From an optimization exercise on the open Yosys and OpenROAD flow, aimed at a short achievable clock period and few clock cycles; shortcuts taken in it are not production practice. The RTL was checked by simulation tests, not by an equivalence proof against the original design. Power and IR drop assume default switching activity.

`flow/standard.sh`:
```
#!/bin/bash
# synth_recipe.tcl (not shown) runs the flow's synth.tcl, then flattens the netlist and writes it again
# the make line also repeats each setting of config.mk as NAME=value (left out here)
make -C /OpenROAD-flow-scripts/flow DESIGN_CONFIG=/design/flow/config.mk WORK_HOME=/design/flow/orfs CLKGATE_MAP_FILE= SYNTH_SCRIPT=/design/flow/synth_recipe.tcl "${@:-finish}"
```
`flow/config.mk`:
```
export PLATFORM = sky130hd
export DESIGN_NAME = PCPU
export DESIGN_NICKNAME = PCPU
export VERILOG_FILES = /design/flow/design.v
export SDC_FILE = /design/flow/constraint.sdc
export NUM_CORES = 4
export LEC_CHECK = 0
export ABC_CLOCK_PERIOD_IN_PS = 3000
export CAP_MARGIN = 20
export CORE_MARGIN = 2
export CORE_UTILIZATION = 40
export PLACE_DENSITY = 0.55
export SLEW_MARGIN = 20
```
`flow/constraint.sdc`:
```
create_clock -name core_clock -period 12.0 [get_ports {clk}]
set_input_delay 2.4000 -clock core_clock [delete_from_list [all_inputs] [get_ports {clk}]]
set_output_delay 2.4000 -clock core_clock [all_outputs]
set_load 0.01 [all_outputs]
```
`flow/flow/run.sh`:
```
#!/bin/bash
set -euo pipefail
MARGIN="${MARGIN:-8.3}"
sed "s|\"\${@:-finish}\"|SETUP_SLACK_MARGIN=${MARGIN} \"\${@:-finish}\"|" standard.sh > standard_tight.sh
grep -q "SETUP_SLACK_MARGIN=${MARGIN}" standard_tight.sh
bash standard_tight.sh > flow_make.log 2>&1
```
`flow/design.v`:
```
module PCPU(
    input clk,
    input reset,
    input MIO_ready,
    input [31:0]inst_in,
    input [31:0]Data_in,
    input INT,
    output mem_w,
    output[31:0]PC_out,
    output[31:0]Addr_out,
    output[31:0]Data_out,
    output CPU_MIO
);
    function [32:0] ks_add32(input [31:0] x, input [31:0] y, input ci);
        reg [31:0] g, p, gn, pn;
        integer i, d;
        begin
            g = x & y;
            p = x ^ y;
            g[0] = g[0] | (p[0] & ci);
            for (d = 1; d < 32; d = d * 2) begin
                gn = g; pn = p;
                for (i = d; i < 32; i = i + 1) begin
                    gn[i] = g[i] | (p[i] & g[i-d]);
                    pn[i] = p[i] & p[i-d];
                end
                g = gn; p = pn;
            end
            ks_add32 = {g[31], (x ^ y) ^ {g[30:0], ci}};
        end
    endfunction
    function [16:0] ks_add16(input [15:0] x, input [15:0] y);
        reg [15:0] g, p, gn, pn;
        integer i, d;
        begin
            g = x & y;
            p = x ^ y;
            for (d = 1; d < 16; d = d * 2) begin
                gn = g; pn = p;
                for (i = d; i < 16; i = i + 1) begin
                    gn[i] = g[i] | (p[i] & g[i-d]);
                    pn[i] = p[i] & p[i-d];
                end
                g = gn; p = pn;
            end
            ks_add16 = {g[15], (x ^ y) ^ {g[14:0], 1'b0}};
        end
    endfunction
    reg  [31:0] pc;
    reg         id_v;         
    reg  [31:0] ir;
    reg  [31:0] id_pc4;
    reg  [31:0] id_ptgt;      
    reg  [31:0] id_rs_r, id_rt_r;    
    reg         bm_rs, bm_rt;        
    reg         bw_rs, bw_rt;        
    reg  [31:0] ras [0:3];
    reg  [1:0]  ras_p;        
    reg  [4:0]  ex_rd;        
    reg         ex_load, ex_store;
    reg         ex_br;        
    reg         ex_push, ex_pop;      
    reg         ex_fast;      
    reg  [2:0]  ex_brt;       
    reg  [31:0] ex_pc4;
    reg  [31:0] ex_a, ex_b, ex_sd;
    reg  [4:0]  ex_sh;
    reg         ex_shv;
    reg         ex_fa, ex_fb, ex_fsd, ex_fsdl;
    reg         ex_sub;
    reg         op_add, op_slt, op_sltu, op_and, op_or, op_xor, op_nor,
                op_sll, op_srl, op_sra, op_b;
    reg  [4:0]  mem_rd;
    reg         mem_load, mem_store;
    reg  [31:0] mem_res, mem_sd, mem_addr;
    reg  [31:0] wb_val;
    reg  [31:0] rf [1:31];
    wire [31:0] wb_data = mem_load ? Data_in : mem_res;
    integer k;
    always @(posedge clk)
        for (k = 1; k < 32; k = k + 1)
            if (mem_rd == k) rf[k] <= wb_data;
    always @(posedge clk) wb_val <= wb_data;
    assign mem_w    = mem_store;
    assign Addr_out = mem_addr;
    assign Data_out = mem_sd;
    assign CPU_MIO  = 1'b0;
    wire [31:0] a  = ex_fa ? mem_res : ex_a;
    wire [31:0] bx = ex_fb ? (mem_res ^ {32{ex_sub}}) : ex_b;
    wire [31:0] b  = bx;              
    wire [31:0] sd = ex_fsdl ? Data_in : (ex_fsd ? mem_res : ex_sd);
    wire [32:0] sumc = ks_add32(a, bx, ex_sub);
    wire [31:0] sum  = sumc[31:0];
    wire        lt   = (a[31] ^ ~bx[31]) ? a[31] : sum[31];
    wire        ltu  = (a[31] ^ ~bx[31]) ? ~bx[31] : sum[31];
    wire [4:0]  sha  = ex_shv ? a[4:0] : ex_sh;
    wire [31:0] shl  = b << sha;
    wire signed [32:0] shi = {op_sra & b[31], b};
    wire signed [32:0] shx = shi >>> sha;
    wire [31:0] shr  = shx[31:0];
    wire [31:0] res =
          ({32{op_add}}  & sum)
        | ({32{op_slt}}  & {31'b0, lt})
        | ({32{op_sltu}} & {31'b0, ltu})
        | ({32{op_and}}  & (a & b))
        | ({32{op_or}}   & (a | b))
        | ({32{op_xor}}  & (a ^ b))
        | ({32{op_nor}}  & ~(a | b))
        | ({32{op_sll}}  & shl)
        | ({32{op_srl | op_sra}} & shr)
        | ({32{op_b}}    & b);
    wire [31:0] fres = op_b ? b : (a | b);
    wire a_zero = ex_fa ? (mem_res == 32'b0) : (ex_a == 32'b0);
    wire a_neg  = ex_fa ? mem_res[31] : ex_a[31];
    wire ab_eq  = (ex_fa & ex_fb) | (ex_fa ? (mem_res == ex_b) :
                                     ex_fb ? (ex_a == mem_res) : (ex_a == ex_b));
    reg  ex_taken;
    always @(*) begin
        case (ex_brt)
            3'd0: ex_taken = ab_eq;                
            3'd1: ex_taken = ~ab_eq;               
            3'd2: ex_taken = a_neg | a_zero;       
            3'd3: ex_taken = ~a_neg & ~a_zero;     
            3'd4: ex_taken = a_neg;                
            default: ex_taken = ~a_neg;            
        endcase
    end
    wire ex_redirect = ex_br & ~ex_taken;    
    wire [5:0]  op = ir[31:26];
    wire [5:0]  fn = ir[5:0];
    wire [4:0]  rs = ir[25:21];
    wire [4:0]  rt = ir[20:16];
    wire [4:0]  rdf = ir[15:11];
    wire [15:0] imm = ir[15:0];
    wire rtype   = (op == 6'h00);
    wire f_add   = rtype & (fn == 6'h20 || fn == 6'h21);
    wire f_sub   = rtype & (fn == 6'h22 || fn == 6'h23);
    wire f_and   = rtype & (fn == 6'h24);
    wire f_or    = rtype & (fn == 6'h25);
    wire f_xor   = rtype & (fn == 6'h26);
    wire f_nor   = rtype & (fn == 6'h27);
    wire f_slt   = rtype & (fn == 6'h2a);
    wire f_sltu  = rtype & (fn == 6'h2b);
    wire f_sll   = rtype & (fn == 6'h00);
    wire f_srl   = rtype & (fn == 6'h02);
    wire f_sra   = rtype & (fn == 6'h03);
    wire f_sllv  = rtype & (fn == 6'h04);
    wire f_srlv  = rtype & (fn == 6'h06);
    wire f_srav  = rtype & (fn == 6'h07);
    wire f_jr    = id_v & rtype & (fn == 6'h08);
    wire f_jalr  = id_v & rtype & (fn == 6'h09);
    wire r_alu   = f_add | f_sub | f_and | f_or | f_xor | f_nor | f_slt | f_sltu |
                   f_sll | f_srl | f_sra | f_sllv | f_srlv | f_srav;
    wire i_addi  = (op == 6'h08) | (op == 6'h09);
    wire i_slti  = (op == 6'h0a);
    wire i_sltiu = (op == 6'h0b);
    wire i_andi  = (op == 6'h0c);
    wire i_ori   = (op == 6'h0d);
    wire i_xori  = (op == 6'h0e);
    wire i_lui   = (op == 6'h0f);
    wire i_imm   = i_addi | i_slti | i_sltiu | i_andi | i_ori | i_xori | i_lui;
    wire i_ld    = (op == 6'h23) | (op == 6'h20) | (op == 6'h24) | (op == 6'h21) | (op == 6'h25);
    wire i_st    = (op == 6'h2b) | (op == 6'h28) | (op == 6'h29);
    wire i_load  = id_v & i_ld;
    wire i_store = id_v & i_st;
    wire b_beq   = (op == 6'h04);
    wire b_bne   = (op == 6'h05);
    wire b_blez  = (op == 6'h06);
    wire b_bgtz  = (op == 6'h07);
    wire b_rimm  = (op == 6'h01);
    wire i_br    = id_v & (b_beq | b_bne | b_blez | b_bgtz | b_rimm);
    wire i_jal   = id_v & (op == 6'h03);
    wire i_j     = (op == 6'h02);
    wire i_jr    = f_jr | f_jalr;
    wire [2:0] brt = b_beq ? 3'd0 : b_bne ? 3'd1 : b_blez ? 3'd2 : b_bgtz ? 3'd3 :
                     rt[0] ? 3'd5 : 3'd4;
    wire uses_rs = id_v & ~(i_j | i_jal | i_lui | f_sll | f_srl | f_sra);
    wire uses_rt = id_v & (r_alu | b_beq | b_bne);    
    wire rs_nz = (rs != 5'd0);
    wire rt_nz = (rt != 5'd0);
    wire [4:0] dest = ~id_v ? 5'd0 :
                      (r_alu | f_jalr) ? rdf :
                      (i_imm | i_ld) ? rt :
                      i_jal ? 5'd31 : 5'd0;
    wire [31:0] rs_w  = bw_rs ? wb_val : id_rs_r;
    wire [31:0] rt_w  = bw_rt ? wb_val : id_rt_r;
    wire [31:0] rsv_n = bm_rs ? mem_res : rs_w;
    wire [31:0] rtv_n = bm_rt ? mem_res : rt_w;
    wire [31:0] rsv   = bm_rs ? wb_data : rs_w;
    wire [31:0] rtv   = bm_rt ? wb_data : rt_w;
    wire dep_ex_rs  = rs_nz & (ex_rd == rs);
    wire dep_ex_rt  = rt_nz & (ex_rd == rt);
    wire dep_ml_rs  = bm_rs & mem_load;
    wire dep_ml_rt  = bm_rt & mem_load;
    wire load_use = ex_load & ((uses_rs & dep_ex_rs) | (uses_rt & dep_ex_rt));
    wire jr_haz   = i_jr & ((dep_ex_rs & ~ex_fast) | dep_ml_rs);
    wire id_stall = load_use | jr_haz;
    wire br_defer = (dep_ex_rs | dep_ml_rs) | ((b_beq | b_bne) & (dep_ex_rt | dep_ml_rt));
    wire rsn_zero = (rsv_n == 32'b0);
    reg  id_taken;
    always @(*) begin
        case (brt)
            3'd0: id_taken = (rsv_n == rtv_n);
            3'd1: id_taken = (rsv_n != rtv_n);
            3'd2: id_taken = rsv_n[31] | rsn_zero;
            3'd3: id_taken = ~rsv_n[31] & ~rsn_zero;
            3'd4: id_taken = rsv_n[31];
            default: id_taken = ~rsv_n[31];
        endcase
    end
    wire id_br_nt    = i_br & ~br_defer & ~id_taken;
    wire jr_miss     = f_jalr | dep_ex_rs | (rsv_n != id_ptgt);
    wire id_redirect = ~id_stall & (id_br_nt | (i_jr & jr_miss));
    wire [31:0] jr_tgt    = dep_ex_rs ? fres : rsv_n;
    wire [31:0] id_target = i_jr ? jr_tgt : id_pc4;
    wire [31:0] sext = {{16{imm[15]}}, imm};
    wire [31:0] zext = {16'b0, imm};
    wire [31:0] bsel = (i_addi | i_slti | i_sltiu | i_ld | i_st) ? sext :
                       (i_andi | i_ori | i_xori) ? zext :
                       i_lui ? {imm, 16'b0} :
                       (i_jal | f_jalr) ? id_pc4 : rtv;
    wire id_sub  = f_sub | f_slt | f_sltu | i_slti | i_sltiu;
    wire b_is_rt = ~(i_imm | i_ld | i_st | i_jal | f_jalr);
    wire [31:0] pc4 = pc + 32'd4;
    wire [5:0]  fop = inst_in[31:26];
    wire [4:0]  f_rs = inst_in[25:21];
    wire [4:0]  f_rt = inst_in[20:16];
    wire f_isbr = (fop == 6'h01) | (fop == 6'h04) | (fop == 6'h05) |
                  (fop == 6'h06) | (fop == 6'h07);
    wire f_isj  = (fop == 6'h02) | (fop == 6'h03);
    wire f_isjr = (fop == 6'h00) & (inst_in[5:0] == 6'h08);
    wire [31:0] f_rsv = (f_rs == 5'd0) ? 32'b0 : rf[f_rs];
    wire [31:0] f_rtv = (f_rt == 5'd0) ? 32'b0 : rf[f_rt];
    wire [31:0] ras_top = ras[ras_p];
    wire [16:0] lo    = ks_add16(pc4[17:2], inst_in[15:0]);
    wire [13:0] hi0   = pc4[31:18];
    wire [13:0] hip1  = pc4[31:18] + 14'd1;
    wire [13:0] him1  = pc4[31:18] - 14'd1;
    wire [13:0] hi    = inst_in[15] ? (lo[16] ? hi0 : him1) : (lo[16] ? hip1 : hi0);
    wire [31:0] brtgt = {hi, lo[15:0], 2'b00};
    wire [31:0] jtgt  = {pc4[31:28], inst_in[25:0], 2'b00};
    wire [31:0] npc_e  = ex_redirect ? ex_pc4 :
                         id_stall    ? pc :
                         id_redirect ? id_target : pc4;
    wire [31:0] f_tgt  = f_isj ? jtgt : f_isbr ? brtgt : ras_top;
    wire        f_take = (f_isj | f_isbr | f_isjr) & ~(ex_redirect | id_stall | id_redirect);
    wire [31:0] npc    = f_take ? f_tgt : npc_e;
    assign PC_out = pc;
    wire flush_if  = ex_redirect | id_redirect;
    wire bubble_id = ex_redirect | id_stall;
    always @(posedge clk or posedge reset) begin
        if (reset) begin
            pc   <= 32'b0;
            id_v <= 1'b0;
        end else begin
            pc <= npc;
            if (flush_if)
                id_v <= 1'b0;
            else if (!id_stall)
                id_v <= 1'b1;
        end
    end
    always @(posedge clk) begin
        if (!id_stall) begin
            ir      <= inst_in;
            id_pc4  <= pc4;
            id_ptgt <= ras_top;
            id_rs_r <= f_rsv;
            id_rt_r <= f_rtv;
            bm_rs   <= (f_rs != 5'd0) & (ex_rd == f_rs);
            bm_rt   <= (f_rt != 5'd0) & (ex_rd == f_rt);
            bw_rs   <= (f_rs != 5'd0) & (mem_rd == f_rs);
            bw_rt   <= (f_rt != 5'd0) & (mem_rd == f_rt);
        end else begin
            id_rs_r <= rsv;
            id_rt_r <= rtv;
            bm_rs   <= dep_ex_rs;
            bm_rt   <= dep_ex_rt;
            bw_rs   <= 1'b0;
            bw_rt   <= 1'b0;
        end
    end
    integer j;
    always @(posedge clk or posedge reset) begin
        if (reset) begin
            ras_p <= 2'd0;
            for (j = 0; j < 4; j = j + 1) ras[j] <= 32'b0;
        end else if (ex_push) begin
            ras_p <= ras_p + 2'd1;
            ras[ras_p + 2'd1] <= ex_pc4;
        end else if (ex_pop)
            ras_p <= ras_p - 2'd1;
    end
    always @(posedge clk or posedge reset) begin
        if (reset) begin
            ex_rd <= 5'b0; ex_load <= 1'b0; ex_store <= 1'b0; ex_br <= 1'b0;
            ex_push <= 1'b0; ex_pop <= 1'b0;
        end else if (bubble_id) begin
            ex_rd <= 5'b0; ex_load <= 1'b0; ex_store <= 1'b0; ex_br <= 1'b0;
            ex_push <= 1'b0; ex_pop <= 1'b0;
        end else begin
            ex_rd <= dest; ex_load <= i_load; ex_store <= i_store;
            ex_br <= i_br & br_defer;
            ex_push <= i_jal | f_jalr; ex_pop <= f_jr;
        end
    end
    always @(posedge clk) begin
        ex_brt  <= brt;
        ex_pc4  <= id_pc4;
        ex_a    <= rsv;
        ex_b    <= bsel ^ {32{id_sub}};
        ex_sd   <= rtv;
        ex_sh   <= ir[10:6];
        ex_shv  <= f_sllv | f_srlv | f_srav;
        ex_fa   <= dep_ex_rs;
        ex_fb   <= b_is_rt & dep_ex_rt;
        ex_fsd  <= dep_ex_rt & ~ex_load;
        ex_fsdl <= dep_ex_rt & ex_load;
        ex_sub  <= id_sub;
        op_add  <= f_add | i_addi | i_ld | i_st | f_sub;
        op_slt  <= f_slt | i_slti;
        op_sltu <= f_sltu | i_sltiu;
        op_and  <= f_and | i_andi;
        op_or   <= f_or | i_ori;
        op_xor  <= f_xor | i_xori;
        op_nor  <= f_nor;
        op_sll  <= f_sll | f_sllv;
        op_srl  <= f_srl | f_srlv;
        op_sra  <= f_sra | f_srav;
        op_b    <= i_lui | i_jal | f_jalr;
        ex_fast <= f_or | i_ori | i_lui | i_jal | f_jalr;
    end
    always @(posedge clk or posedge reset) begin
        if (reset) begin
            mem_rd <= 5'b0; mem_load <= 1'b0; mem_store <= 1'b0;
        end else begin
            mem_rd <= ex_rd; mem_load <= ex_load; mem_store <= ex_store;
        end
    end
    always @(posedge clk) begin
        mem_res  <= res;
        mem_addr <= sum;
        mem_sd   <= sd;
    end
endmodule
```
==> flow_summary.toml, run 1 <==
[power]
peakVddDrop_mv = 0.1588
powerDensity_nw_per_um2 = 172.5
p_total_mw = 17.54
p_leak_nw = 36.86

[synth]
synth-edff-count = 1088
synth_area_sq_um = 78110
ys_seq_elements = 1618
syn_inst = 6907
yosysTopAreaCell = "edfxtp_1"
synth.distinct_cells = 97
async_reset_ff_share_pct = 11.12
ys_warn_count = 35
yosysSeqAreaShare_pct = 56.57
syn_area_per_cell_sq_um = 11.31
synth_top_area_share_pct = 41.83
synth_area_leaders = "edfxtp_1, dfxtp_1, a22oi_1, dfrtp_1, mux2i_1"
ys.flop_type = "edfxtp_1"

[global_routing]
grt_use_met3_pct = 13.90
grt_pass1_vias = 65900
grt_use_met2_pct = 56.98
grt_busiest_layer = "met2"
grt_pass1_wl_um = 544700
track_usage_pct = 39.57
grt_overflow_total = 0
antenna_found_initial = 36
met1_usage_pct = 48.63
grt_max_degree = 181

[setup_path]
r2r_slack_ns = 7.39
worst_ep_required_time_ns = 12.68
arrival_ns = 5.29
critPathCaptureType = "flop"
r2r-start = "ex_sub"
crit_chain = "buf_12 -> xnor2_4 -> a21oi_4 -> ha_4 -> a21o_1 -> a21oi_2 -> nor2b_2 -> o21a_2 -> a31o_4 -> a311o_1 -> a31oi_4 -> o22ai_4 -> o31a_1 -> nor2_2 -> o21a_1 -> fa_1 -> inv_2 -> a222oi_1 -> and3_1 -> nand3_1"
path_class = "reg -> reg"
path_max_fanout = 8
crit_path_max_incr_delay_ns = 0.39
critPathLaunchType = "flop"
timing.rr.end = "mem_res[31]"
reg2reg_depth = 20
slowest_stage = "dfxtp_4"

[min_path]
min_from = "ex_store"
whs_path_depth = 0
hold_end = "mem_store"
min_path_type = "reg -> reg"

[floorplan]
rows = 162
fp.coreArea_sq_um = 194400
io-pin-count = 166
die_w_um = 445.9
initial_utilization_pct = 40.18
die_area_sq_um = 198800
die_y_um = 445.9

[sta]
rsz0062_at_grt = "yes"
fin_crit_sh_pct = 38.41
finalSetupTns_ns = 0
skew_ns = 0.09006
slew_headroom_pct = 12.68
finalMaxSlewViolations = 0
hold_viol = 0
fmax_mhz = 217.0
worst_pin_slew_ns = 1.308
period_minus_slack_ns = 4.609
setup_slack_ns = 7.391
finalSetupViolations = 0

[clocking]
htreeDepth = 4
numClockSinks = 1618
root_buffer = "clkbuf_16"
cts_tree = "yes"
path_clk_slew_ns = 0.06
cts_buffers = 174
cts_buffer_depth = 3
clk_latency_ns = 0.91

[layout]
final_nets = 7690
stdcell_area_sq_um = 101700
drive_gt1_share_pct = 26.85
final_util_pct = 52.32
syn_to_final_growth_pct = 30.21

[route]
routed_wl_um = 424000
drc = 0
drt-pass1-iter-count = 13
postRouteAntennaNets = 0
vias = 73250
drt_iter0_markers = 15390
viasPerCell = 7.149
wl_per_cell_um = 41.38

[run_status]
status = "no timing/DRC/antenna violations"

[placement]
dpl.hpwl_um = 232500
place_area_sq_um = 83700
gp_congestion = 1.007
port_buffers = 162
dpl_worst_slack_ns = 5.631

[flow_run]
drv_cap = 0
-- final cells by class --
cell class / instances / area [sq um]
Timing Repair inverter: 4 / 30.03
Timing Repair Buffer: 971 / 11670
Inverter: 186 / 748.2
Clock inverter: 106 / 1214
Sequential cell: 1618 / 44310
Tap cell: 2542 / 3181
Antenna cell: 25 / 62.56
Multi-Input combinational cell: 4574 / 35820
Clock buffer: 220 / 4659
Fill cell: 16570 / 92680
-- cells in the mapped netlist (80+ instances only) --
master       n
a22o_1     124
dfrtp_1    180
a222oi_1   101
a221oi_1   154
inv_1      183
nor3_1     148
xor2_1     130
nand2b_1    82
nand2_1    426
nand3_1    149
edfxtp_1  1088
dfxtp_1    350
ha_1        88
nand4_1    210
nor4_1      80
o21ai_0    271
mux2i_1    288
mux2_2     122
xnor2_1    156
a22oi_1    613
clkbuf_1   432
nor2_1     321
o31ai_1    116
a21oi_1    442
-- through the flow --
stage / hold WS (ns) / std cells
global placement: 0.3412 / 9271
global route: 0.3599 / 10220
floorplan: 0.3312 / 6907
CTS: 0.3530 / 9978
finish: 0.3463 / 10250
detailed placement: 0.3433 / 9271
-- logic make-up (layout without fill, tap and decap cells) --
| group | Yosys count | after routing | synth area share [%] |
|---|---|---|---|
| other cells | 1 | 26 | 0.004801 |
| compound gates | 2110 | 2113 | 18.94 |
| flops | 1618 | 1618 | 56.57 |
| mux | 424 | 424 | 5.683 |
| simple gates | 1654 | 1657 | 10.50 |
| fa+ha+maj | 93 | 93 | 1.538 |
| buf+inv | 721 | 1487 | 3.567 |
| xor+xnor | 286 | 286 | 3.207 |
-- worst max-delay path by stage --
stage | startpoint | end | slack, ns | depth (start not counted)
CTS | ex_fa | mem_res[31] | 7.44 | 20
global route | mem_res[22] | mem_res[31] | 7.25 | 16
detailed placement | inst_in[22] | id_rs_r[7] | 5.63 | 9
floorplan | inst_in[0] | pc[30] | 6.96 | 13
global placement | inst_in[18] | id_rt_r[6] | 5.63 | 9
finish | ex_sub | mem_res[31] | 7.39 | 20
-- registers in the layout (all words and copies together), names as in the netlist, 2 cells and up --
name	cells
ex_a	32
ex_b	32
ex_brt	3
ex_pc4	32
ex_rd	5
ex_sd	32
ex_sh	5
id_pc4	32
id_ptgt	32
id_rs_r	32
id_rt_r	32
ir	32
mem_addr	32
mem_rd	5
mem_res	32
mem_sd	32
pc	32
ras	128
ras_p	2
rf	992
wb_val	32
-- worst max-delay path: cells and delay by family (launching register included) --
family                   cells  cell delay [ns]
XOR/XNOR                     1             0.13
adder cells (fa/ha/maj)      2             0.45
flip-flops                   1             0.39
buffers and inverters        2             0.21
AO/OA/AOI/OAI               11             2.62
AND/OR/NAND/NOR              4             0.61
-- layout by cell type (no fill, tap or decap), drive strengths merged, types with 125 or more instances in the layout --
cell,count
edfxtp,1088
buf,887
a22oi,613
a21oi,443
nand2,430
dfxtp,350
nor2,321
mux2i,292
o21ai,282
clkbuf,247
nand4,211
inv,181
dfrtp,180
xnor2,156
a221oi,154
nand3,149
nor3,149
mux2,132
xor2,130
o31ai,125
-- report_power, final --
group,internal (mW),switching (mW)
Combinational,1.78,2.91
Clock,3.11,2.49
Sequential,6.68,0.570
Total,11.6,5.97
-- metal layers --
metal | vias up | routed length (um)
li1 | 28180 | -
met1 | 35290 | 141700
met2 | 7480 | 170900
met3 | 2262 | 65130
met4 | 36 | 45250
met5 | - | 1032
-- what timing repair did --
| action | CTS | global route |
|---|---|---|
| buffers inserted | 347 | 200 |
| gates cloned | 34 | 35 |
| pin swaps | 242 | 308 |
| hold buffers | 0 | 0 |
| gates resized for setup | 1333 | 403 |
| hold endpoints to repair | 0 | 0 |
| endpoints found under the setup margin | 348 | 337 |
Testbench counts, summed over its fixed seeds: cycles 95,458.
==> run 2, diff against run 1 <==
--- a/flow/design.v
+++ b/flow/design.v
@@ -13,37 +13,2 @@
 );
-    function [32:0] ks_add32(input [31:0] x, input [31:0] y, input ci);
-        reg [31:0] g, p, gn, pn;
-        integer i, d;
-        begin
-            g = x & y;
-            p = x ^ y;
-            g[0] = g[0] | (p[0] & ci);
-            for (d = 1; d < 32; d = d * 2) begin
-                gn = g; pn = p;
-                for (i = d; i < 32; i = i + 1) begin
-                    gn[i] = g[i] | (p[i] & g[i-d]);
-                    pn[i] = p[i] & p[i-d];
-                end
-                g = gn; p = pn;
-            end
-            ks_add32 = {g[31], (x ^ y) ^ {g[30:0], ci}};
-        end
-    endfunction
-    function [16:0] ks_add16(input [15:0] x, input [15:0] y);
-        reg [15:0] g, p, gn, pn;
-        integer i, d;
-        begin
-            g = x & y;
-            p = x ^ y;
-            for (d = 1; d < 16; d = d * 2) begin
-                gn = g; pn = p;
-                for (i = d; i < 16; i = i + 1) begin
-                    gn[i] = g[i] | (p[i] & g[i-d]);
-                    pn[i] = p[i] & p[i-d];
-                end
-                g = gn; p = pn;
-            end
-            ks_add16 = {g[15], (x ^ y) ^ {g[14:0], 1'b0}};
-        end
-    endfunction
     reg  [31:0] pc;
@@ -91,22 +56,10 @@
     wire [31:0] sd = ex_fsdl ? Data_in : (ex_fsd ? mem_res : ex_sd);
-    wire [32:0] sumc = ks_add32(a, bx, ex_sub);
-    wire [31:0] sum  = sumc[31:0];
-    wire        lt   = (a[31] ^ ~bx[31]) ? a[31] : sum[31];
-    wire        ltu  = (a[31] ^ ~bx[31]) ? ~bx[31] : sum[31];
-    wire [4:0]  sha  = ex_shv ? a[4:0] : ex_sh;
-    wire [31:0] shl  = b << sha;
-    wire signed [32:0] shi = {op_sra & b[31], b};
-    wire signed [32:0] shx = shi >>> sha;
-    wire [31:0] shr  = shx[31:0];
-    wire [31:0] res =
-          ({32{op_add}}  & sum)
-        | ({32{op_slt}}  & {31'b0, lt})
-        | ({32{op_sltu}} & {31'b0, ltu})
-        | ({32{op_and}}  & (a & b))
-        | ({32{op_or}}   & (a | b))
-        | ({32{op_xor}}  & (a ^ b))
-        | ({32{op_nor}}  & ~(a | b))
-        | ({32{op_sll}}  & shl)
-        | ({32{op_srl | op_sra}} & shr)
-        | ({32{op_b}}    & b);
+    wire [31:0] sum, res;
+    pcpu_alu alu (
+        .ex_a(ex_a), .ex_b(ex_b), .mem_res(mem_res),
+        .ex_fa(ex_fa), .ex_fb(ex_fb), .ex_sub(ex_sub), .ex_shv(ex_shv), .ex_sh(ex_sh),
+        .op_add(op_add), .op_slt(op_slt), .op_sltu(op_sltu), .op_and(op_and),
+        .op_or(op_or), .op_xor(op_xor), .op_nor(op_nor), .op_sll(op_sll),
+        .op_srl(op_srl), .op_sra(op_sra), .op_b(op_b),
+        .sum(sum), .res(res));
     wire [31:0] fres = op_b ? b : (a | b);
@@ -198,3 +151,15 @@
     wire br_defer = (dep_ex_rs | dep_ml_rs) | ((b_beq | b_bne) & (dep_ex_rt | dep_ml_rt));
-    wire rsn_zero = (rsv_n == 32'b0);
+    wire s_rs_m = bm_rs, s_rs_w = ~bm_rs & bw_rs, s_rs_r = ~bm_rs & ~bw_rs;
+    wire s_rt_m = bm_rt, s_rt_w = ~bm_rt & bw_rt, s_rt_r = ~bm_rt & ~bw_rt;
+    wire eq_rr = (id_rs_r == id_rt_r);
+    wire eq_rw = (id_rs_r == wb_val);
+    wire eq_rm = (id_rs_r == mem_res);
+    wire eq_wr = (wb_val  == id_rt_r);
+    wire eq_wm = (wb_val  == mem_res);
+    wire eq_mr = (mem_res == id_rt_r);
+    wire id_eq = s_rs_r ? (s_rt_r ? eq_rr : s_rt_w ? eq_rw : eq_rm) :
+                 s_rs_w ? (s_rt_r ? eq_wr : s_rt_w ? 1'b1  : eq_wm) :
+                          (s_rt_r ? eq_mr : s_rt_w ? eq_wm : 1'b1);
+    wire rsn_zero = s_rs_r ? (id_rs_r == 32'b0) : s_rs_w ? (wb_val == 32'b0) : (mem_res == 32'b0);
+    wire rsn_neg  = rsv_n[31];
     reg  id_taken;
@@ -202,8 +167,8 @@
         case (brt)
-            3'd0: id_taken = (rsv_n == rtv_n);
-            3'd1: id_taken = (rsv_n != rtv_n);
-            3'd2: id_taken = rsv_n[31] | rsn_zero;
-            3'd3: id_taken = ~rsv_n[31] & ~rsn_zero;
-            3'd4: id_taken = rsv_n[31];
-            default: id_taken = ~rsv_n[31];
+            3'd0: id_taken = id_eq;
+            3'd1: id_taken = ~id_eq;
+            3'd2: id_taken = rsn_neg | rsn_zero;
+            3'd3: id_taken = ~rsn_neg & ~rsn_zero;
+            3'd4: id_taken = rsn_neg;
+            default: id_taken = ~rsn_neg;
         endcase
@@ -211,3 +176,4 @@
     wire id_br_nt    = i_br & ~br_defer & ~id_taken;
-    wire jr_miss     = f_jalr | dep_ex_rs | (rsv_n != id_ptgt);
+    wire pt_ne = s_rs_r ? (id_rs_r != id_ptgt) : s_rs_w ? (wb_val != id_ptgt) : (mem_res != id_ptgt);
+    wire jr_miss     = f_jalr | dep_ex_rs | pt_ne;
     wire id_redirect = ~id_stall & (id_br_nt | (i_jr & jr_miss));
@@ -227,16 +193,14 @@
     wire [4:0]  f_rt = inst_in[20:16];
-    wire f_isbr = (fop == 6'h01) | (fop == 6'h04) | (fop == 6'h05) |
-                  (fop == 6'h06) | (fop == 6'h07);
-    wire f_isj  = (fop == 6'h02) | (fop == 6'h03);
-    wire f_isjr = (fop == 6'h00) & (inst_in[5:0] == 6'h08);
-    wire [31:0] f_rsv = (f_rs == 5'd0) ? 32'b0 : rf[f_rs];
-    wire [31:0] f_rtv = (f_rt == 5'd0) ? 32'b0 : rf[f_rt];
+    wire [32*32-1:0] rf_flat;
+    assign rf_flat[31:0] = 32'b0;
+    genvar gi;
+    generate
+        for (gi = 1; gi < 32; gi = gi + 1) begin : rff
+            assign rf_flat[gi*32 +: 32] = rf[gi];
+        end
+    endgenerate
+    wire [31:0] f_rsv, f_rtv;
+    pcpu_rfread rd_rs (.rf(rf_flat), .ra(f_rs), .rd(f_rsv));
+    pcpu_rfread rd_rt (.rf(rf_flat), .ra(f_rt), .rd(f_rtv));
     wire [31:0] ras_top = ras[ras_p];
-    wire [16:0] lo    = ks_add16(pc4[17:2], inst_in[15:0]);
-    wire [13:0] hi0   = pc4[31:18];
-    wire [13:0] hip1  = pc4[31:18] + 14'd1;
-    wire [13:0] him1  = pc4[31:18] - 14'd1;
-    wire [13:0] hi    = inst_in[15] ? (lo[16] ? hi0 : him1) : (lo[16] ? hip1 : hi0);
-    wire [31:0] brtgt = {hi, lo[15:0], 2'b00};
-    wire [31:0] jtgt  = {pc4[31:28], inst_in[25:0], 2'b00};
     wire [31:0] npc_e  = ex_redirect ? ex_pc4 :
@@ -244,5 +208,5 @@
                          id_redirect ? id_target : pc4;
-    wire [31:0] f_tgt  = f_isj ? jtgt : f_isbr ? brtgt : ras_top;
-    wire        f_take = (f_isj | f_isbr | f_isjr) & ~(ex_redirect | id_stall | id_redirect);
-    wire [31:0] npc    = f_take ? f_tgt : npc_e;
+    wire [31:0] npc;
+    pcpu_npc npcg (.inst(inst_in), .pc4(pc4), .ras_top(ras_top), .npc_e(npc_e),
+                   .blk(ex_redirect | id_stall | id_redirect), .npc(npc));
     assign PC_out = pc;
@@ -345 +309,141 @@
 endmodule
+module pcpu_alu(
+    input  [31:0] ex_a, ex_b, mem_res,
+    input         ex_fa, ex_fb, ex_sub, ex_shv,
+    input  [4:0]  ex_sh,
+    input         op_add, op_slt, op_sltu, op_and, op_or, op_xor, op_nor,
+                  op_sll, op_srl, op_sra, op_b,
+    output [31:0] sum, res
+);
+    function [32:0] ks_add32(input [31:0] x, input [31:0] y, input ci);
+        reg [31:0] g, p, gn, pn;
+        integer i, d;
+        begin
+            g = x & y;
+            p = x ^ y;
+            g[0] = g[0] | (p[0] & ci);
+            for (d = 1; d < 32; d = d * 2) begin
+                gn = g; pn = p;
+                for (i = d; i < 32; i = i + 1) begin
+                    gn[i] = g[i] | (p[i] & g[i-d]);
+                    pn[i] = p[i] & p[i-d];
+                end
+                g = gn; p = pn;
+            end
+            ks_add32 = {g[31], (x ^ y) ^ {g[30:0], ci}};
+        end
+    endfunction
+    function [16:0] ks_add16(input [15:0] x, input [15:0] y);
+        reg [15:0] g, p, gn, pn;
+        integer i, d;
+        begin
+            g = x & y;
+            p = x ^ y;
+            for (d = 1; d < 16; d = d * 2) begin
+                gn = g; pn = p;
+                for (i = d; i < 16; i = i + 1) begin
+                    gn[i] = g[i] | (p[i] & g[i-d]);
+                    pn[i] = p[i] & p[i-d];
+                end
+                g = gn; p = pn;
+            end
+            ks_add16 = {g[15], (x ^ y) ^ {g[14:0], 1'b0}};
+        end
+    endfunction
+    wire [31:0] a  = ex_fa ? mem_res : ex_a;
+    wire [31:0] mbx = mem_res ^ {32{ex_sub}};
+    wire [31:0] bx  = ex_fb ? mbx : ex_b;
+    wire [31:0] b   = bx;             
+    wire [32:0] sum_rr = ks_add32(ex_a,    ex_b, ex_sub);
+    wire [32:0] sum_mr = ks_add32(mem_res, ex_b, ex_sub);
+    wire [32:0] sum_rm = ks_add32(ex_a,    mbx,  ex_sub);
+    wire [32:0] sum_mm = ks_add32(mem_res, mbx,  ex_sub);
+    assign sum = ex_fa ? (ex_fb ? sum_mm[31:0] : sum_mr[31:0]) :
+                         (ex_fb ? sum_rm[31:0] : sum_rr[31:0]);
+    wire        lt   = (a[31] ^ ~bx[31]) ? a[31] : sum[31];
+    wire        ltu  = (a[31] ^ ~bx[31]) ? ~bx[31] : sum[31];
+    wire [4:0]  sha  = ex_shv ? a[4:0] : ex_sh;
+    wire [31:0] shl  = b << sha;
+    wire signed [32:0] shi = {op_sra & b[31], b};
+    wire signed [32:0] shx = shi >>> sha;
+    wire [31:0] shr  = shx[31:0];
+    assign res =
+          ({32{op_add}}  & sum)
+        | ({32{op_slt}}  & {31'b0, lt})
+        | ({32{op_sltu}} & {31'b0, ltu})
+        | ({32{op_and}}  & (a & b))
+        | ({32{op_or}}   & (a | b))
+        | ({32{op_xor}}  & (a ^ b))
+        | ({32{op_nor}}  & ~(a | b))
+        | ({32{op_sll}}  & shl)
+        | ({32{op_srl | op_sra}} & shr)
+        | ({32{op_b}}    & b);
+endmodule
+module pcpu_npc(
+    input  [31:0] inst, pc4, ras_top, npc_e,
+    input         blk,
+    output [31:0] npc
+);
+    function [32:0] ks_add32(input [31:0] x, input [31:0] y, input ci);
+        reg [31:0] g, p, gn, pn;
+        integer i, d;
+        begin
+            g = x & y;
+            p = x ^ y;
+            g[0] = g[0] | (p[0] & ci);
+            for (d = 1; d < 32; d = d * 2) begin
+                gn = g; pn = p;
+                for (i = d; i < 32; i = i + 1) begin
+                    gn[i] = g[i] | (p[i] & g[i-d]);
+                    pn[i] = p[i] & p[i-d];
+                end
+                g = gn; p = pn;
+            end
+            ks_add32 = {g[31], (x ^ y) ^ {g[30:0], ci}};
+        end
+    endfunction
+    function [16:0] ks_add16(input [15:0] x, input [15:0] y);
+        reg [15:0] g, p, gn, pn;
+        integer i, d;
+        begin
+            g = x & y;
+            p = x ^ y;
+            for (d = 1; d < 16; d = d * 2) begin
+                gn = g; pn = p;
+                for (i = d; i < 16; i = i + 1) begin
+                    gn[i] = g[i] | (p[i] & g[i-d]);
+                    pn[i] = p[i] & p[i-d];
+                end
+                g = gn; p = pn;
+            end
+            ks_add16 = {g[15], (x ^ y) ^ {g[14:0], 1'b0}};
+        end
+    endfunction
+    wire [5:0] fop = inst[31:26];
+    wire f_isbr = (fop == 6'h01) | (fop == 6'h04) | (fop == 6'h05) |
+                  (fop == 6'h06) | (fop == 6'h07);
+    wire f_isj  = (fop == 6'h02) | (fop == 6'h03);
+    wire f_isjr = (fop == 6'h00) & (inst[5:0] == 6'h08);
+    wire [16:0] lo    = ks_add16(pc4[17:2], inst[15:0]);
+    wire [13:0] hi0   = pc4[31:18];
+    wire [13:0] hip1  = pc4[31:18] + 14'd1;
+    wire [13:0] him1  = pc4[31:18] - 14'd1;
+    wire [31:0] jtgt  = {pc4[31:28], inst[25:0], 2'b00};
+    wire        f_take = (f_isj | f_isbr | f_isjr) & ~blk;
+    wire        f_brt  = f_take & f_isbr & ~f_isj;      
+    wire [31:0] npc_o  = ~f_take ? npc_e : f_isj ? jtgt : ras_top;
+    wire [13:0] hi_c1  = inst[15] ? hi0 : hip1;
+    wire [13:0] hi_c0  = inst[15] ? him1 : hi0;
+    wire [13:0] npc_h1 = f_brt ? hi_c1 : npc_o[31:18];
+    wire [13:0] npc_h0 = f_brt ? hi_c0 : npc_o[31:18];
+    assign npc = {lo[16] ? npc_h1 : npc_h0,
+                  f_brt ? lo[15:0] : npc_o[17:2],
+                  f_brt ? 2'b00 : npc_o[1:0]};
+endmodule
+module pcpu_rfread(
+    input  [32*32-1:0] rf,
+    input  [4:0]       ra,
+    output [31:0]      rd
+);
+    assign rd = rf[ra*32 +: 32];
+endmodule
==> flow/flow/run.sh (replaced) <==
#!/bin/bash
set -euo pipefail
MARGIN="${MARGIN:-8.0}"
sed "s|\"\${@:-finish}\"|SETUP_SLACK_MARGIN=${MARGIN} MATCH_CELL_FOOTPRINT=0 \"\${@:-finish}\"|" standard.sh > standard_tight.sh
grep -q "SETUP_SLACK_MARGIN=${MARGIN} MATCH_CELL_FOOTPRINT=0" standard_tight.sh
bash standard_tight.sh > flow_make.log 2>&1
--- a/flow/config.mk
+++ b/flow/config.mk
@@ -13 +13,2 @@
 export SLEW_MARGIN = 20
+export SYNTH_HIERARCHICAL = 1
==> run 2 against run 1 <==
  * Power up 14%
  * Combinational power up 42%
  * First-iteration DRC count down 30%
  * Via count increased by 6.7%
  * Sequential share of layout area is 3.9 points lower
  * Worst setup slack better by 0.20 ns
  * Cell count rose by 19%
  * Design area increased by 9.7%
  * Largest cell class is now multi-input gates
  * Highest routed layer unchanged
==> flow_summary.toml, run 2 <==
[route]
drt-pass1-iter-count = 8
drt_iter0_markers = 10700
vias = 78140
wl_per_cell_um = 35.25
postRouteAntennaNets = 0
routed_wl_um = 429700
viasPerCell = 6.410
drc = 0

[placement]
gp_congestion = 0.9945
dp_cells = 11570
place_area_sq_um = 99090
port_buffers = 162
dpl_worst_slack_ns = 5.622
dpl.hpwl_um = 259200

[layout]
regMostFlops = "rf"
layout_common_cells = "mux2i_1, edfxtp_1, nand2_1, a21oi_1, dfxtp_1"
mostFrequentLayoutCell = "mux2i_1"
multi_input_area_sq_um = 48530
syn_to_final_growth_pct = 18.74
final_util_pct = 47.88
ff_latch_area_sq_um = 44250
instances_no_fill = 12190
final_nets = 9168
drive_gt1_share_pct = 16.36
nFillCells = 21090
reg.largest.list = "rf (992), ras (128)"
stdcell_area_sq_um = 111500
largest_reg_flops = 992

[global_routing]
antenna_found_initial = 41
grt_max_degree = 181
track_usage_pct = 34.18
grt_pass1_vias = 73600
grt_overflow_total = 0
grt_pass1_wl_um = 575900

[synth]
yosysMostFrequentCell = "mux2i_1"
ys_seq_elements = 1618
syn_inst = 8596
ys_warn_count = 11
synth_top_area_share_pct = 34.78
async_reset_ff_share_pct = 11.12
ys.flop_type = "edfxtp_1"
synth.distinct_cells = 105
synth_area_leaders = "edfxtp_1, mux2i_1, dfxtp_1, dfrtp_1, mux2_2"
yosysTopAreaCell = "edfxtp_1"
synth_area_sq_um = 93940
synth-edff-count = 1088
syn_area_per_cell_sq_um = 10.93
yosysSeqAreaShare_pct = 47.03
synth_common_cells = "mux2i_1, edfxtp_1, nand2_1"

[sta]
fin_crit_sh_pct = 36.71
hold_slack_ns = 0.3657
finalSetupViolations = 0
finalSetupTns_ns = 0
setup_slack_ns = 7.595
fmax_mhz = 227.0
hold_viol = 0
slew_headroom_pct = 6.290
rsz0062_at_grt = "yes"
finalMaxSlewViolations = 0
worst_pin_slew_ns = 1.391
skew_ns = 0.06188
period_minus_slack_ns = 4.405

[power]
powerDensity_nw_per_um2 = 178.5
p_leak_nw = 44.76
p_total_mw = 19.91
peakVddDrop_mv = 0.1388

[floorplan]
die_w_um = 488.6
fp.coreArea_sq_um = 233000
rows = 177
die_area_sq_um = 238700
die_y_um = 488.6
io-pin-count = 166
initial_utilization_pct = 40.32

[run_status]
status = "no timing/DRC/antenna violations"

[setup_path]
critPathLaunchType = "flop"
worst_ep_required_time_ns = 12.76
arrival_ns = 5.17
critPathCaptureType = "flop"
path_class = "reg -> reg"
crit_chain = "nor4_1 -> nand2_1 -> nor3_1 -> a2111oi_0 -> xnor2_1 -> o311a_1 -> o221a_4 -> a21oi_4 -> buf_12 -> nand2b_4 -> nand2b_4 -> buf_6 -> a21o_4 -> buf_12 -> buf_4 -> a21oi_2 -> nand3_1"
path_max_fanout = 15
crit_path_max_incr_delay_ns = 0.80
slowest_stage = "nor4_1"

[min_path]
min_path_type = "reg -> reg"

[clocking]
cts_buffer_depth = 3
cts_tree = "yes"
root_buffer = "clkbuf_16"
clk_latency_ns = 0.90
htreeDepth = 4
cts_buffers = 181
path_clk_slew_ns = 0.07
numClockSinks = 1618

[flow_run]
drv_cap = 0
==> run 2: cell types whose count changed after synthesis, moves of 124 or more <==
cell	before	now
nand2_1	426	622
mux2_2	122	264
a22oi_1	613	226
clkbuf_1	432	289
xnor2_1	156	309
nand3_1	149	273
mux2i_1	288	1420
nand4_1	210	83
==> run 2: path summary, 6_finish.rpt <==
path,from,end,slack (ns),depth (start not counted)
max,id_rs_r[16],pc[31],7.60,17
min,ex_store,mem_store,0.37,0
max reg2reg,id_rs_r[16],pc[31],7.60,17
min reg2reg,ex_store,mem_store,0.37,0
max in group asynchronous,reset,pc[11],9.05,4
min in group asynchronous,reset,pc[27],1.95,3
==> run 2: layer usage <==
| layer | wire, um | track usage, % |
|---|---|---|
| met1 | 169400 | 45.03 |
| met2 | 185700 | 51.27 |
| met3 | 47010 | 8.081 |
| met4 | 27460 | 19.63 |
| met5 | 78 | 0 |
==> run 2: area by class of cell <==
| cell class | instances | share of cell area (%) |
|---|---|---|
| flip-flops and latches | 1618 | 39.67 |
| well taps | 3132 | 3.513 |
| diodes | 18 | 0.04038 |
| repair inverters | 2 | 0.01346 |
| clock inverters | 91 | 0.9949 |
| multi-input cells | 6209 | 43.51 |
| inverters | 252 | 0.8637 |
| clock buffers | 247 | 4.539 |
| repair buffers | 621 | 6.853 |
==> run 2: per-module statistics from Yosys, one instance, submodules excluded <==
| module | cells inside | times used | flip-flops and latches | area (sq um) |
|---|---|---|---|---|
| pcpu_rfread | 1158 | 2 | 0 | 8887 |
| pcpu_npc | 356 | 1 | 0 | 2340 |
| PCPU | 3944 | 1 | 1618 | 59750 |
| pcpu_alu | 1980 | 1 | 0 | 14070 |
==> run 2: timing repair <==
action,4_1_cts,5_1_grt
pin swaps,57,69
endpoints found under the setup margin,310,174
endpoints found under the hold margin,0,0
buffers inserted,113,76
hold buffers,0,0
resized for setup,540,204
gates cloned,51,20
==> run 2: cells by family after synthesis <==
family	after synthesis	synth area share, %
AND/OR/NAND/NOR	1854	9.451
adder cells (fa/ha/maj)	215	2.912
AO/OA/AOI/OAI	1883	13.26
multiplexers	1703	18.73
other	1	0.003992
buffers and inverters	840	4.110
XOR/XNOR	482	4.502
flip-flops	1618	47.03
==> run 2: report_power, final <==
| group | switching [mW] | internal [mW] |
|---|---|---|
| sequential | 0.727 | 6.71 |
| combinational | 4.29 | 2.39 |
| clock | 2.50 | 3.29 |
==> run 2: worst max-delay path, delay by kind of cell (launching register included) <==
family,cells,cell delay (ns)
AOI/OAI and AO/OA,6,1.30
xor gates and xnor gates,1,0.18
buffers and inverters,4,0.61
DFF,1,0.43
and+or+nand+nor,6,1.73
Testbench counts of run 2, summed over its fixed seeds: cycles 95,458.
==> run 3, diff against run 2 <==
--- a/flow/design.v
+++ b/flow/design.v
@@ -34,2 +34,4 @@
     reg         ex_fa, ex_fb, ex_fsd, ex_fsdl;
+    reg  [3:0]  ex_fsel;      
+    reg  [3:0]  ex_asel;      
     reg         ex_sub;
@@ -60,3 +62,3 @@
         .ex_fa(ex_fa), .ex_fb(ex_fb), .ex_sub(ex_sub), .ex_shv(ex_shv), .ex_sh(ex_sh),
-        .op_add(op_add), .op_slt(op_slt), .op_sltu(op_sltu), .op_and(op_and),
+        .fsel(ex_fsel), .asel(ex_asel), .op_slt(op_slt), .op_sltu(op_sltu), .op_and(op_and),
         .op_or(op_or), .op_xor(op_xor), .op_nor(op_nor), .op_sll(op_sll),
@@ -65,6 +67,11 @@
     wire [31:0] fres = op_b ? b : (a | b);
-    wire a_zero = ex_fa ? (mem_res == 32'b0) : (ex_a == 32'b0);
+    wire xz_m, xz_r, xe_mr, xe_rm, xe_rr;
+    pcpu_eq32 x_zm (.x(mem_res), .y(32'b0),   .eq(xz_m));
+    pcpu_eq32 x_zr (.x(ex_a),    .y(32'b0),   .eq(xz_r));
+    pcpu_eq32 x_mr (.x(mem_res), .y(ex_b),    .eq(xe_mr));
+    pcpu_eq32 x_rm (.x(ex_a),    .y(mem_res), .eq(xe_rm));
+    pcpu_eq32 x_rr (.x(ex_a),    .y(ex_b),    .eq(xe_rr));
+    wire a_zero = ex_fa ? xz_m : xz_r;
     wire a_neg  = ex_fa ? mem_res[31] : ex_a[31];
-    wire ab_eq  = (ex_fa & ex_fb) | (ex_fa ? (mem_res == ex_b) :
-                                     ex_fb ? (ex_a == mem_res) : (ex_a == ex_b));
+    wire ab_eq  = (ex_fa & ex_fb) | (ex_fa ? xe_mr : ex_fb ? xe_rm : xe_rr);
     reg  ex_taken;
@@ -153,8 +160,16 @@
     wire s_rt_m = bm_rt, s_rt_w = ~bm_rt & bw_rt, s_rt_r = ~bm_rt & ~bw_rt;
-    wire eq_rr = (id_rs_r == id_rt_r);
-    wire eq_rw = (id_rs_r == wb_val);
-    wire eq_rm = (id_rs_r == mem_res);
-    wire eq_wr = (wb_val  == id_rt_r);
-    wire eq_wm = (wb_val  == mem_res);
-    wire eq_mr = (mem_res == id_rt_r);
+    wire eq_rr, eq_rw, eq_rm, eq_wr, eq_wm, eq_mr;
+    pcpu_eq32 c_rr (.x(id_rs_r), .y(id_rt_r), .eq(eq_rr));
+    pcpu_eq32 c_rw (.x(id_rs_r), .y(wb_val),  .eq(eq_rw));
+    pcpu_eq32 c_rm (.x(id_rs_r), .y(mem_res), .eq(eq_rm));
+    pcpu_eq32 c_wr (.x(wb_val),  .y(id_rt_r), .eq(eq_wr));
+    pcpu_eq32 c_wm (.x(wb_val),  .y(mem_res), .eq(eq_wm));
+    pcpu_eq32 c_mr (.x(mem_res), .y(id_rt_r), .eq(eq_mr));
+    wire z_r, z_w, z_m, p_r, p_w, p_m;
+    pcpu_eq32 c_zr (.x(id_rs_r), .y(32'b0),   .eq(z_r));
+    pcpu_eq32 c_zw (.x(wb_val),  .y(32'b0),   .eq(z_w));
+    pcpu_eq32 c_zm (.x(mem_res), .y(32'b0),   .eq(z_m));
+    pcpu_eq32 c_pr (.x(id_rs_r), .y(id_ptgt), .eq(p_r));
+    pcpu_eq32 c_pw (.x(wb_val),  .y(id_ptgt), .eq(p_w));
+    pcpu_eq32 c_pm (.x(mem_res), .y(id_ptgt), .eq(p_m));
     wire id_eq = s_rs_r ? (s_rt_r ? eq_rr : s_rt_w ? eq_rw : eq_rm) :
@@ -162,3 +177,3 @@
                           (s_rt_r ? eq_mr : s_rt_w ? eq_wm : 1'b1);
-    wire rsn_zero = s_rs_r ? (id_rs_r == 32'b0) : s_rs_w ? (wb_val == 32'b0) : (mem_res == 32'b0);
+    wire rsn_zero = s_rs_r ? z_r : s_rs_w ? z_w : z_m;
     wire rsn_neg  = rsv_n[31];
@@ -176,3 +191,25 @@
     wire id_br_nt    = i_br & ~br_defer & ~id_taken;
-    wire pt_ne = s_rs_r ? (id_rs_r != id_ptgt) : s_rs_w ? (wb_val != id_ptgt) : (mem_res != id_ptgt);
+    wire go   = ~id_stall & i_br & ~br_defer;
+    wire go_q = go & b_beq, go_n = go & b_bne;
+    wire go_lez = go & (brt == 3'd2), go_gtz = go & (brt == 3'd3);
+    wire go_ltz = go & (brt == 3'd4), go_gez = go & (brt == 3'd5);
+    wire go_j = ~id_stall & i_jr;
+    wire p_rr = s_rs_r & s_rt_r, p_rw = s_rs_r & s_rt_w, p_rm = s_rs_r & s_rt_m;
+    wire p_wr = s_rs_w & s_rt_r, p_ww = s_rs_w & s_rt_w, p_wm = s_rs_w & s_rt_m;
+    wire p_mr = s_rs_m & s_rt_r, p_mw = s_rs_m & s_rt_w, p_mm = s_rs_m & s_rt_m;
+    wire [11:0] late = {p_m, p_w, p_r, z_m, z_w, z_r, eq_mr, eq_wm, eq_wr, eq_rm, eq_rw, eq_rr};
+    wire [11:0] c1 = {3'b000,
+                      {go_gtz & s_rs_m, go_gtz & s_rs_w, go_gtz & s_rs_r},
+                      {go_n & p_mr, go_n & (p_wm | p_mw), go_n & p_wr,
+                       go_n & p_rm, go_n & p_rw, go_n & p_rr}};
+    wire [11:0] c0 = {{go_j & s_rs_m, go_j & s_rs_w, go_j & s_rs_r},
+                      {go_lez & ~rsn_neg & s_rs_m, go_lez & ~rsn_neg & s_rs_w,
+                       go_lez & ~rsn_neg & s_rs_r},
+                      {go_q & p_mr, go_q & (p_wm | p_mw), go_q & p_wr,
+                       go_q & p_rm, go_q & p_rw, go_q & p_rr}};
+    wire e_id = (go_n & (p_ww | p_mm)) | (go_gtz & rsn_neg) | (go_ltz & ~rsn_neg) |
+                (go_gez & rsn_neg) | (go_j & (f_jalr | dep_ex_rs));
+    wire blk;
+    pcpu_redir redir (.e(e_id | ex_redirect | id_stall), .c1(c1), .c0(c0), .l(late), .r(blk));
+    wire pt_ne = ~(s_rs_r ? p_r : s_rs_w ? p_w : p_m);
     wire jr_miss     = f_jalr | dep_ex_rs | pt_ne;
@@ -189,2 +226,4 @@
     wire b_is_rt = ~(i_imm | i_ld | i_st | i_jal | f_jalr);
+    wire id_fb   = b_is_rt & dep_ex_rt;
+    wire id_add  = f_add | i_addi | i_ld | i_st | f_sub;
     wire [31:0] pc4 = pc + 32'd4;
@@ -206,7 +245,6 @@
     wire [31:0] npc_e  = ex_redirect ? ex_pc4 :
-                         id_stall    ? pc :
-                         id_redirect ? id_target : pc4;
+                         id_stall    ? pc : id_target;
     wire [31:0] npc;
     pcpu_npc npcg (.inst(inst_in), .pc4(pc4), .ras_top(ras_top), .npc_e(npc_e),
-                   .blk(ex_redirect | id_stall | id_redirect), .npc(npc));
+                   .blk(blk), .npc(npc));
     assign PC_out = pc;
@@ -280,2 +318,5 @@
         ex_fb   <= b_is_rt & dep_ex_rt;
+        ex_fsel <= {dep_ex_rs & id_fb, ~dep_ex_rs & id_fb, dep_ex_rs & ~id_fb, ~dep_ex_rs & ~id_fb};
+        ex_asel <= {4{id_add}} &
+                   {dep_ex_rs & id_fb, ~dep_ex_rs & id_fb, dep_ex_rs & ~id_fb, ~dep_ex_rs & ~id_fb};
         ex_fsd  <= dep_ex_rt & ~ex_load;
@@ -283,3 +324,3 @@
         ex_sub  <= id_sub;
-        op_add  <= f_add | i_addi | i_ld | i_st | f_sub;
+        op_add  <= id_add;
         op_slt  <= f_slt | i_slti;
@@ -313,3 +354,4 @@
     input  [4:0]  ex_sh,
-    input         op_add, op_slt, op_sltu, op_and, op_or, op_xor, op_nor,
+    input  [3:0]  fsel, asel,
+    input         op_slt, op_sltu, op_and, op_or, op_xor, op_nor,
                   op_sll, op_srl, op_sra, op_b,
@@ -317,49 +359,32 @@
 );
-    function [32:0] ks_add32(input [31:0] x, input [31:0] y, input ci);
-        reg [31:0] g, p, gn, pn;
-        integer i, d;
-        begin
-            g = x & y;
-            p = x ^ y;
-            g[0] = g[0] | (p[0] & ci);
-            for (d = 1; d < 32; d = d * 2) begin
-                gn = g; pn = p;
-                for (i = d; i < 32; i = i + 1) begin
-                    gn[i] = g[i] | (p[i] & g[i-d]);
-                    pn[i] = p[i] & p[i-d];
-                end
-                g = gn; p = pn;
-            end
-            ks_add32 = {g[31], (x ^ y) ^ {g[30:0], ci}};
-        end
-    endfunction
-    function [16:0] ks_add16(input [15:0] x, input [15:0] y);
-        reg [15:0] g, p, gn, pn;
-        integer i, d;
-        begin
-            g = x & y;
-            p = x ^ y;
-            for (d = 1; d < 16; d = d * 2) begin
-                gn = g; pn = p;
-                for (i = d; i < 16; i = i + 1) begin
-                    gn[i] = g[i] | (p[i] & g[i-d]);
-                    pn[i] = p[i] & p[i-d];
-                end
-                g = gn; p = pn;
-            end
-            ks_add16 = {g[15], (x ^ y) ^ {g[14:0], 1'b0}};
-        end
-    endfunction
-    wire [31:0] a  = ex_fa ? mem_res : ex_a;
     wire [31:0] mbx = mem_res ^ {32{ex_sub}};
-    wire [31:0] bx  = ex_fb ? mbx : ex_b;
-    wire [31:0] b   = bx;             
-    wire [32:0] sum_rr = ks_add32(ex_a,    ex_b, ex_sub);
-    wire [32:0] sum_mr = ks_add32(mem_res, ex_b, ex_sub);
-    wire [32:0] sum_rm = ks_add32(ex_a,    mbx,  ex_sub);
-    wire [32:0] sum_mm = ks_add32(mem_res, mbx,  ex_sub);
-    assign sum = ex_fa ? (ex_fb ? sum_mm[31:0] : sum_mr[31:0]) :
-                         (ex_fb ? sum_rm[31:0] : sum_rr[31:0]);
-    wire        lt   = (a[31] ^ ~bx[31]) ? a[31] : sum[31];
-    wire        ltu  = (a[31] ^ ~bx[31]) ? ~bx[31] : sum[31];
+    wire [31:0] sum_rr, sum_mr, sum_rm, sum_mm;
+    pcpu_add32 a_rr (.x(ex_a),    .y(ex_b), .ci(ex_sub), .s(sum_rr));
+    pcpu_add32 a_mr (.x(mem_res), .y(ex_b), .ci(ex_sub), .s(sum_mr));
+    pcpu_add32 a_rm (.x(ex_a),    .y(mbx),  .ci(ex_sub), .s(sum_rm));
+    pcpu_add32 a_mm (.x(mem_res), .y(mbx),  .ci(ex_sub), .s(sum_mm));
+    assign sum = ({32{fsel[0]}} & sum_rr) | ({32{fsel[1]}} & sum_mr) |
+                 ({32{fsel[2]}} & sum_rm) | ({32{fsel[3]}} & sum_mm);
+    wire [31:0] res_o;
+    pcpu_alu_o other (.ex_a(ex_a), .ex_b(ex_b), .mem_res(mem_res), .mbx(mbx),
+        .ex_fa(ex_fa), .ex_fb(ex_fb), .ex_shv(ex_shv), .ex_sh(ex_sh),
+        .op_and(op_and), .op_or(op_or), .op_xor(op_xor), .op_nor(op_nor),
+        .op_sll(op_sll), .op_srl(op_srl), .op_sra(op_sra), .op_b(op_b), .res_o(res_o));
+    wire        a31 = ex_fa ? mem_res[31] : ex_a[31];
+    wire        b31 = ~(ex_fb ? mbx[31] : ex_b[31]);
+    wire        lt  = (a31 ^ b31) ? a31 : sum[31];
+    wire        ltu = (a31 ^ b31) ? b31 : sum[31];
+    assign res = ({32{asel[0]}} & sum_rr) | ({32{asel[1]}} & sum_mr) |
+                 ({32{asel[2]}} & sum_rm) | ({32{asel[3]}} & sum_mm) |
+                 res_o | {31'b0, (op_slt & lt) | (op_sltu & ltu)};
+endmodule
+module pcpu_alu_o(
+    input  [31:0] ex_a, ex_b, mem_res, mbx,
+    input         ex_fa, ex_fb, ex_shv,
+    input  [4:0]  ex_sh,
+    input         op_and, op_or, op_xor, op_nor, op_sll, op_srl, op_sra, op_b,
+    output [31:0] res_o
+);
+    wire [31:0] a  = ex_fa ? mem_res : ex_a;
+    wire [31:0] b  = ex_fb ? mbx : ex_b;       
     wire [4:0]  sha  = ex_shv ? a[4:0] : ex_sh;
@@ -369,7 +394,4 @@
     wire [31:0] shr  = shx[31:0];
-    assign res =
-          ({32{op_add}}  & sum)
-        | ({32{op_slt}}  & {31'b0, lt})
-        | ({32{op_sltu}} & {31'b0, ltu})
-        | ({32{op_and}}  & (a & b))
+    assign res_o =
+          ({32{op_and}}  & (a & b))
         | ({32{op_or}}   & (a | b))
@@ -431,5 +453,4 @@
     wire [31:0] jtgt  = {pc4[31:28], inst[25:0], 2'b00};
-    wire        f_take = (f_isj | f_isbr | f_isjr) & ~blk;
-    wire        f_brt  = f_take & f_isbr & ~f_isj;      
-    wire [31:0] npc_o  = ~f_take ? npc_e : f_isj ? jtgt : ras_top;
+    wire        f_brt  = f_isbr & ~f_isj;      
+    wire [31:0] npc_o  = f_isj ? jtgt : f_isjr ? ras_top : pc4;
     wire [13:0] hi_c1  = inst[15] ? hi0 : hip1;
@@ -438,5 +459,6 @@
     wire [13:0] npc_h0 = f_brt ? hi_c0 : npc_o[31:18];
-    assign npc = {lo[16] ? npc_h1 : npc_h0,
-                  f_brt ? lo[15:0] : npc_o[17:2],
-                  f_brt ? 2'b00 : npc_o[1:0]};
+    wire [31:0] npc_p  = {lo[16] ? npc_h1 : npc_h0,
+                          f_brt ? lo[15:0] : npc_o[17:2],
+                          f_brt ? 2'b00 : npc_o[1:0]};
+    assign npc = blk ? npc_e : npc_p;
 endmodule
@@ -449 +471,36 @@
 endmodule
+module pcpu_eq32(
+    input  [31:0] x, y,
+    output        eq
+);
+    assign eq = (x == y);
+endmodule
+module pcpu_add32(
+    input  [31:0] x, y,
+    input         ci,
+    output [31:0] s
+);
+    reg [31:0] g, p, gn, pn;
+    integer i, d;
+    always @(*) begin
+        g = x & y;
+        p = x ^ y;
+        g[0] = g[0] | (p[0] & ci);
+        for (d = 1; d < 32; d = d * 2) begin
+            gn = g; pn = p;
+            for (i = d; i < 32; i = i + 1) begin
+                gn[i] = g[i] | (p[i] & g[i-d]);
+                pn[i] = p[i] & p[i-d];
+            end
+            g = gn; p = pn;
+        end
+    end
+    assign s = (x ^ y) ^ {g[30:0], ci};
+endmodule
+module pcpu_redir(
+    input         e,
+    input  [11:0] c1, c0, l,
+    output        r
+);
+    assign r = e | (|(c1 & l)) | (|(c0 & ~l));
+endmodule
==> run 3 against run 2 <==
  * Still clean
  * Routed wire length rose by 3.7%
  * Power fell by 2.6%
  * Design area rose by 2.4%
  * Combinational power fell by 7.6%
  * Critical path type unchanged
  * Critical endpoint is now pc[9]
  * Largest power group unchanged
  * Highest routed layer unchanged
==> flow_summary.toml, run 3 <==
[clocking]
cts_buffer_depth = 3
root_buffer = "clkbuf_16"
numClockSinks = 1625
path_clk_slew_ns = 0.07
ctsHoldBuffers = 0
htreeDepth = 4
clk_latency_ns = 0.90
cts_buffers = 183
cts_tree = "yes"

[synth]
syn_area_per_cell_sq_um = 10.95
synth_top_area_share_pct = 33.54
synth.distinct_cells = 117
ys_seq_elements = 1625
syn_inst = 8894
synth_common_cells = "mux2i_1, edfxtp_1, xor2_1"
synth_area_sq_um = 97400
yosysMostFrequentCell = "mux2i_1"
synth-edff-count = 1088
async_reset_ff_share_pct = 11.08
ys.flop_type = "edfxtp_1"
synth_area_leaders = "edfxtp_1, mux2i_1, dfxtp_1, xor2_1, dfrtp_1"
ys_warn_count = 11
yosysSeqAreaShare_pct = 45.50
yosysTopAreaCell = "edfxtp_1"

[sta]
finalSetupViolations = 0
finalMaxSlewViolations = 0
rsz0062_at_grt = "yes"
slew_headroom_pct = 18.54
fin_crit_sh_pct = 35.30
skew_ns = 0.09263
worst_pin_slew_ns = 1.209
finalSetupTns_ns = 0
period_minus_slack_ns = 4.236
hold_viol = 0
fmax_mhz = 236.1

[layout]
drive_gt1_share_pct = 14.05
layout_common_cells = "mux2i_1, edfxtp_1, xor2_1, nand2_1, a21oi_1"
regMostFlops = "rf"
final_nets = 9602
reg.largest.list = "rf (992), ras (128)"
mostFrequentLayoutCell = "mux2i_1"
largest_reg_flops = 992
stdcell_area_sq_um = 114300
syn_to_final_growth_pct = 17.30

[global_routing]
grt_pass1_vias = 76860
track_usage_pct = 34.32
grt_max_degree = 77
grt_overflow_total = 0
antenna_found_initial = 33
grt_pass1_wl_um = 605000

[route]
routed_wl_um = 445700
viasPerCell = 6.386
drc = 0
postRouteAntennaNets = 0
wl_per_cell_um = 35.11
drt_iter0_markers = 10200
vias = 81070
drt-pass1-iter-count = 10

[floorplan]
initial_utilization_pct = 40.12
die_area_sq_um = 247500
io-pin-count = 166
die_w_um = 497.5
fp.coreArea_sq_um = 242800
rows = 181
die_y_um = 497.5

[min_path]
min_path_type = "reg -> reg"

[placement]
port_buffers = 162
gp_congestion = 0.9726
place_area_sq_um = 103100
dpl.hpwl_um = 274900

[setup_path]
critPathCaptureType = "flop"
path_class = "reg -> reg"
crit_path_max_incr_delay_ns = 0.62
worst_ep_required_time_ns = 12.83
cp_common_cell = "mux2i_1"
slowest_stage = "dfxtp_2"
crit_chain = "xor2_1 -> nor4_1 -> nand4_1 -> nor2_1 -> mux2i_1 -> mux2i_1 -> xor2_1 -> a221oi_4 -> clkbuf_16 -> nor3_4 -> o2111ai_2 -> a2111oi_4 -> nand4_1 -> buf_6 -> buf_16 -> or3_1 -> mux2i_1 -> a221o_1"
crit_buf_inv = 3
crit_family = "simple AND/OR/NAND/NOR gates"
arrival_ns = 5.07
path_max_fanout = 7
critPathLaunchType = "flop"

[flow_run]
drv_cap = 0

[power]
peakVddDrop_mv = 0.1223
p_leak_nw = 47.20
powerDensity_nw_per_um2 = 169.6

[run_status]
status = "no timing/DRC/antenna violations"
==> run 3: area by class of cell <==
cell class	count	area [sq um]
fill	22200	128500
multi-input combinational	6787	52250
sequential	1625	44530
timing repair buffer	566	6793
clock buffer	257	5114
tap	3202	4006
clock inverter	86	922.1
inverter	154	600.6
antenna	18	45.04
==> run 3: path summary, 6_finish.rpt <==
path / start / endpoint / slack, ns / cells after the start
worst max register to register: ex_a[29] / pc[9] / 7.76 / 18
min in group asynchronous: reset / pc[18] / 2.12 / 3
worst min-delay path: ex_store / mem_store / 0.35 / 0
max in group asynchronous: reset / pc[27] / 8.33 / 4
worst max-delay path: ex_a[29] / pc[9] / 7.76 / 18
worst min register to register: ex_store / mem_store / 0.35 / 0
==> run 3: power by group <==
group / total [mW] / internal, mW / switching (mW)
Clock: 5.68 / 3.18 / 2.50
Sequential: 7.54 / 6.68 / 0.854
Combinational: 6.17 / 2.26 / 3.91
==> run 3: through the flow <==
step	cells	util (%)	power (mW)	hold slack (ns)	setup slack, ns
after global placement	12120	42.46	13.03	0.3378	5.509
after global routing	12690	47.05	19.94	0.3733	7.666
after detailed placement	12120	42.47	13.08	0.3417	5.558
after floorplan	9121	-	10.61	0.3312	7.291
after CTS	12640	46.61	19.12	0.3513	7.803
final	12700	47.06	19.38	0.3510	7.764
==> run 3: layer usage <==
layer / track usage (%) / wire length [um]
met1: 45.43 / 179800
met2: 52.60 / 195400
met4: 20.32 / 31060
met5: 0 / 69
met3: 6.009 / 39410
==> run 3: logic make-up after synthesis <==
| group | count (synthesis) | synth area share (%) |
|---|---|---|
| xor gates and xnor gates | 826 | 7.435 |
| and+or+nand+nor | 1967 | 9.757 |
| adders and majority gates | 217 | 2.857 |
| muxes | 1625 | 17.10 |
| other | 1 | 0.003850 |
| DFF | 1625 | 45.50 |
| buffers and inverters | 719 | 3.622 |
| AOI/OAI and AO/OA | 1914 | 13.72 |
==> run 3: timing repair <==
item,in CTS,in global routing
buffers inserted,134,25
pin swaps,45,33
cloned,42,11
resized for setup,602,142
endpoints found under the setup margin,377,155
==> run 3: per-module statistics from Yosys (local to each module, per instance), a selection <==
module       times used  cells inside
PCPU                  1          3379
pcpu_rfread           2          1158
pcpu_npc              1           377
pcpu_add32            4           222
pcpu_eq32            17            43
pcpu_redir            1            21
Testbench counts of run 3, summed over its fixed seeds: cycles 95,458.

## what the ideal ports hide
In the flow no input, the clock included, has a driving cell. The finished layouts below were timed again as built, in two steps. Step 1: set_driving_cell puts a clkbuf_16 on clk and a buf_2 on each other input, an assumption about the parent block. Step 2, shift: input delay + t, output delay - t, t = (earliest + latest rising clock arrival at the registers) / 2. This alone moves slack from input paths to output paths. Three values: ideal ports, drivers, drivers and shift; two values: the first two.
run	shift t [ns]	setup WS [ns]	worst data-port slew with drivers (ns)	cell pins on the clock port's net
run 1	0.952	7.391 / 7.391 / 6.552	0.08	1
run 2	0.970	7.595 / 7.595 / 6.889	0.29	1
run 3	0.948	7.764 / 7.764 / 6.919	0.27	1
After both steps setup and hold are still met in every run listed. For run 3, which loses most, drivers alone change the setup slack by 0.000 ns; drivers and shift together by -0.845 ns.
